Context: an optimization exercise on an open-source flow, tuned for small area and a short achievable clock period. The choices shown serve that exercise and are no tape-out recipe.
The RTL was checked by simulation tests, not by an equivalence proof against the original design.

**flow/design.v**
```verilog
`default_nettype none
`timescale 1ns / 1ps
module pe #(
    parameter IN_PRECISION = 16,
    parameter OUT_PRECISION = 32,       
    parameter REG_SIZE = 4
) (
    input wire clk,                     
    input wire rst,                     
    input wire [IN_PRECISION-1:0] act,  
    input wire [IN_PRECISION-1:0] wgt,  
    input wire store,                   
    input wire reuse,                   
    input wire [REG_SIZE-1:0] addr,     
    input wire update_out,              
    output reg [OUT_PRECISION-1:0] out  
);
    reg [OUT_PRECISION-1:0] regfile [REG_SIZE-1:0];
    reg start_new_dot_product; 
    wire addr_ok = (addr < REG_SIZE);
    wire [OUT_PRECISION-1:0] reg_wgt = addr_ok ? regfile[addr] : {OUT_PRECISION{1'b0}};
    always @(posedge clk) begin
        if (rst) begin
            for (int i=0; i<REG_SIZE; i=i+1) begin
                regfile[i] <= 0;
            end
            out <= 0;
            start_new_dot_product <= 0;
        end 
        else begin
            if (store && addr_ok) begin
                regfile[addr] <= wgt;
            end 
            if (start_new_dot_product) begin
                if (reuse) begin                                 
                    regfile[0] <= act * reg_wgt;
                end else begin                                   
                    regfile[0] <= act * wgt;    
                end
                start_new_dot_product <= 0;
            end 
            else begin
                if (reuse) begin                                     
                    regfile[0] <= regfile[0] + act * reg_wgt;
                end else begin                                       
                    regfile[0] <= regfile[0] + act * wgt;
                end
            end
            if (update_out) begin
                out <= regfile[0];
                start_new_dot_product <= 1;  
            end
        end
    end
endmodule
```
**flow/run.sh**
```bash
#!/bin/bash
# synth_recipe.tcl (not shown) runs the flow's synth.tcl, then flattens the netlist and writes it again
# the make line also repeats each setting of config.mk as NAME=value (left out here)
make -C /OpenROAD-flow-scripts/flow DESIGN_CONFIG=/design/flow/config.mk WORK_HOME=/design/flow/orfs CLKGATE_MAP_FILE= SYNTH_SCRIPT=/design/flow/synth_recipe.tcl finish
```
**flow/config.mk**
```make
export PLATFORM = sky130hd
export DESIGN_NAME = pe
export DESIGN_NICKNAME = pe
export VERILOG_FILES = /design/flow/design.v
export SDC_FILE = /design/flow/constraint.sdc
export NUM_CORES = 4
export LEC_CHECK = 0
export CAP_MARGIN = 20
export CORE_MARGIN = 2
export CORE_UTILIZATION = 40
export SLEW_MARGIN = 20
```
**flow/constraint.sdc**
```tcl
create_clock -name core_clock -period 11.0 [get_ports {clk}]
set_input_delay 2.2000 -clock core_clock [delete_from_list [all_inputs] [get_ports {clk}]]
set_output_delay 2.2000 -clock core_clock [all_outputs]
set_load 0.01 [all_outputs]
```
==> metrics.md <==
| Metric | Value |
|---|---|
| Outcome | `timing/DRC/antenna clean` |
| Ys flop type | `edfxtp_1` |
| Vias/cell | `5.16` |
| Final hold slack | `a little under 0.5 ns` |
| Largest net degree at the start of global routing | `50` |
| Worst Hold Class | `reg2reg` |
| Clk buf depth | `2` |
| Asr flop ratio synth | `0%` |
| Worst slack, placed | `-0.543 ns` |
| Number of synthesized flops with an enable pin | `80` |
| Layout area overhead | `15.8%` |
| Detailed-route via count | `about 23,000` |
| Hold Violations, Final | `0` |
| Final setup viols | `0` |
| Cell variety after synth | `73` |
| Fin cells | `4,422` |
| Drt pass-1 iters | `6` |
| Initial DRC count | `between 1,000 and 1,500` |
| Global-route wire length before repair | `138,000 microns` |
| Setup CP Type | `in2reg` |
| Wirelength, routed | `approximately 86,000 microns` |
| Root cell of the clock tree | `clkbuf_16` |
| TNS Setup | `0 ns` |
| GR Util All Layers | `24.5%` |
| Io pins | `73` |
| Final WS setup | `0.509 ns` |
| Most frequent CP cell | `fa_1` |
| Slew margin rel. | `26.3%` |
| Die Y | `270 microns` |
| DRC | `0` |
| Vias in the first global route | `24,000` |
| Antenna Nets Post-Route | `0` |
| Port Buf Inserts | `72` |
| Period utilisation layout | `95.4%` |
| Routed len/inst | `19.5 microns` |
| H-tree Lvls | `4` |
| TritonCTS clock tree | `yes` |
| Worst-Margin Slew | `about 1.1 ns` |
| Register area share after synthesis | `10.8%` |
| # clock sinks | `113` |
| Avg Inst Size Synth | `8.82 sq um` |
| DP Wirelength | `71,000 microns` |
| CP max FO | `21` |
| Post-Syn Area | `about 28,000 sq um` |
| Total CTS buffers | `17` |
| Final global-route overflow total | `0` |
| Post-synthesis cell count | `3,205` |
| Max cap viols | `0` |
| RSZ-0062 raised after global routing | `no` |
| Yosys warnings | `1` |
| Worst path required time | `11.17 ns` |
| Final Util | `46.7%` |
| Core Area | `70,000 sq um` |
| Die width | `270 microns` |
| Clock skew | `about 0.010 ns` |
| Placer congestion estimate | `a little under 0.9` |
| Initial antenna violation count | `4` |
| Slowest stage cell, crit path | `fa_1` |
| Worst skew pair latency | `0.46 ns` |
| Die Footprint | `72,800 sq um` |
| Max-slew violations | `0` |
| Max frequency | `between 90 and 100 MHz` |
| Critical path data arrival time | `10.66 ns` |
| Reg-to-reg slack, setup | `2.11 ns` |
| Crit path launch type | `input port` |
| Cell Area, Placed | `32,100 sq um` |
| Fin crit period | `10.49 ns` |
| Hold_buf cts | `0` |
| Fin area | `32,700 sq um` |
| Share of cells above drive strength 1 | `around an eighth` |
| Max incr delay on CP | `0.54 ns` |
| Starting Density | `40.4%` |
| Flops & latches, synth | `~110` |
| Clock Pin Slew Worst Setup and Hold Paths | `~0.060 ns` |
| Num rows | `just under 100` |
| Fin nets | `4,239` |
| CP endpoint kind | `flip-flop` |
| Dpl cells | `4,382` |
-- layout make-up --
cell class / instances / area [sq um]
Fill cell: 6806 / 37300
Clock buffer: 18 / 439
Clock inverter: 14 / 104
Inverter: 602 / 2260
Tap cell: 940 / 1180
Multi-Input combinational cell: 2347 / 22500
Antenna cell: 3 / 7.51
Sequential cell: 113 / 3060
Timing Repair Buffer: 385 / 3200
-- synth_stat cells, types with 4 or more instances --
library cell	n	area, sq um
a21boi_0	4	30.0
a31oi_1	6	37.5
o22ai_1	9	56.3
o31a_1	5	43.8
mux2i_1	43	430
a211oi_1	23	173
or3_1	12	75.1
a221oi_1	6	52.6
and3_1	151	945
o221ai_1	4	35.0
o31ai_1	11	82.6
mux4_2	25	563
o211ai_1	11	82.6
nand3_1	35	175
xnor2_1	93	815
clkbuf_1	167	627
fa_1	500	10000
o21bai_1	11	82.6
o21a_1	23	173
a21o_1	45	338
o211a_1	4	40.0
o21ai_0	66	330
nor3_1	21	105
or2_2	5	31.3
dfxtp_1	33	661
nor2b_1	13	81.3
xor2_1	27	236
and2_1	140	876
buf_1	7	26.3
nor2_1	139	522
edfxtp_1	80	2400
nand2b_1	21	131
nand2_1	476	1790
a211o_1	7	61.3
a21oi_1	91	455
nand4_1	4	25.0
ha_1	232	2900
inv_1	601	2260
-- sequential cells by signal, indices dropped and copies added, names as in the netlist --
| signal | count |
|---|---|
| regfile | 80 |
| start_new_dot_product | 1 |
| out | 32 |
-- what timing repair did --
| item | in CTS | in global routing |
|---|---|---|
| gates resized for setup | 3 | 17 |
| buffers inserted | 0 | 4 |
| gates cloned | 0 | 1 |
| endpoints found under the hold margin | 0 | 0 |
| pin swaps | 0 | 6 |
| endpoints found under the setup margin | 3 | 11 |
-- cells in the final DEF (no fill, tap or decap), types with 32 or more instances in the layout --
cell,n
ha_1,232
and3_1,150
dfxtp_1,33
nand2_1,476
nand3_1,35
xnor2_1,93
conb_1,32
clkdlybuf4s50_1,58
buf_4,299
o21ai_0,60
inv_1,601
and2_1,139
mux2i_1,43
fa_1,497
nor2_1,138
edfxtp_1,80
a21oi_1,90
a21o_1,45
-- critical path, delay by kind of cell --
| family | cells | cell delay [ns] |
|---|---|---|
| AND/OR/NAND/NOR | 7 | 1.48 |
| AO/OA/AOI/OAI | 10 | 1.96 |
| adder cells (fa/ha/maj) | 8 | 3.66 |
| buffers and inverters | 8 | 1.36 |
-- kinds of logic (layout without fill, tap and decap cells) --
group,Yosys count,count (layout),synth area share (%)
AND/OR/NAND/NOR,1029,1029,17.1
buffers and inverters,776,1019,10.3
adder cells (fa/ha/maj),732,732,45.7
AO/OA/AOI/OAI,364,364,8.70
XOR/XNOR,120,120,3.72
flip-flops,113,113,10.8
multiplexers,70,70,3.59
other,1,35,0.0133
-- metal layers --
metal | part of all wire, % | track usage (%) | vias up
li1 | - | - | 10600
met1 | 44 | 33.3 | 11400
met2 | 46 | 39.3 | 676
met3 | 8.3 | 5.96 | 94
met4 | 2.1 | 5.98 | 2
met5 | 0.015 | 0 | -
-- final timing paths --
kind                     to  cells after the start     startpoint
min                 out[12]                      2        out[12]
max reg2reg  regfile[0][28]                     32  regfile[0][3]
max          regfile[0][28]                     33        addr[3]
min reg2reg         out[12]                      2        out[12]

-- what the ideal ports hide --
The flow's constraints put no driver on any port. The routed layout listed below was extracted and timed again, unchanged, in two steps. Step 1 assumes that a clkbuf_16 drives the clock port and a buf_2 every other input. Step 2 moves the port delays by t, midway between the first and last clock arrival at a register: inputs arrive t later, outputs are due t later. That takes back most of the time a late clock gives input paths. a / b / c = ideal ports / drivers / drivers and shift; a / b = the first two.
shift t [ns]: 0.501
slack for setup (ns): 0.509 / 0.536 / 0.035
hold WS [ns]: 0.489 / 0.489 / 0.489
worst setup path at the end: input to register
clock arrival spread, ns: 0.011 / 0.010
After both steps this run still meets setup and hold. The setup slack of this run moves by +0.027 ns with the drivers and by -0.474 ns with both steps.
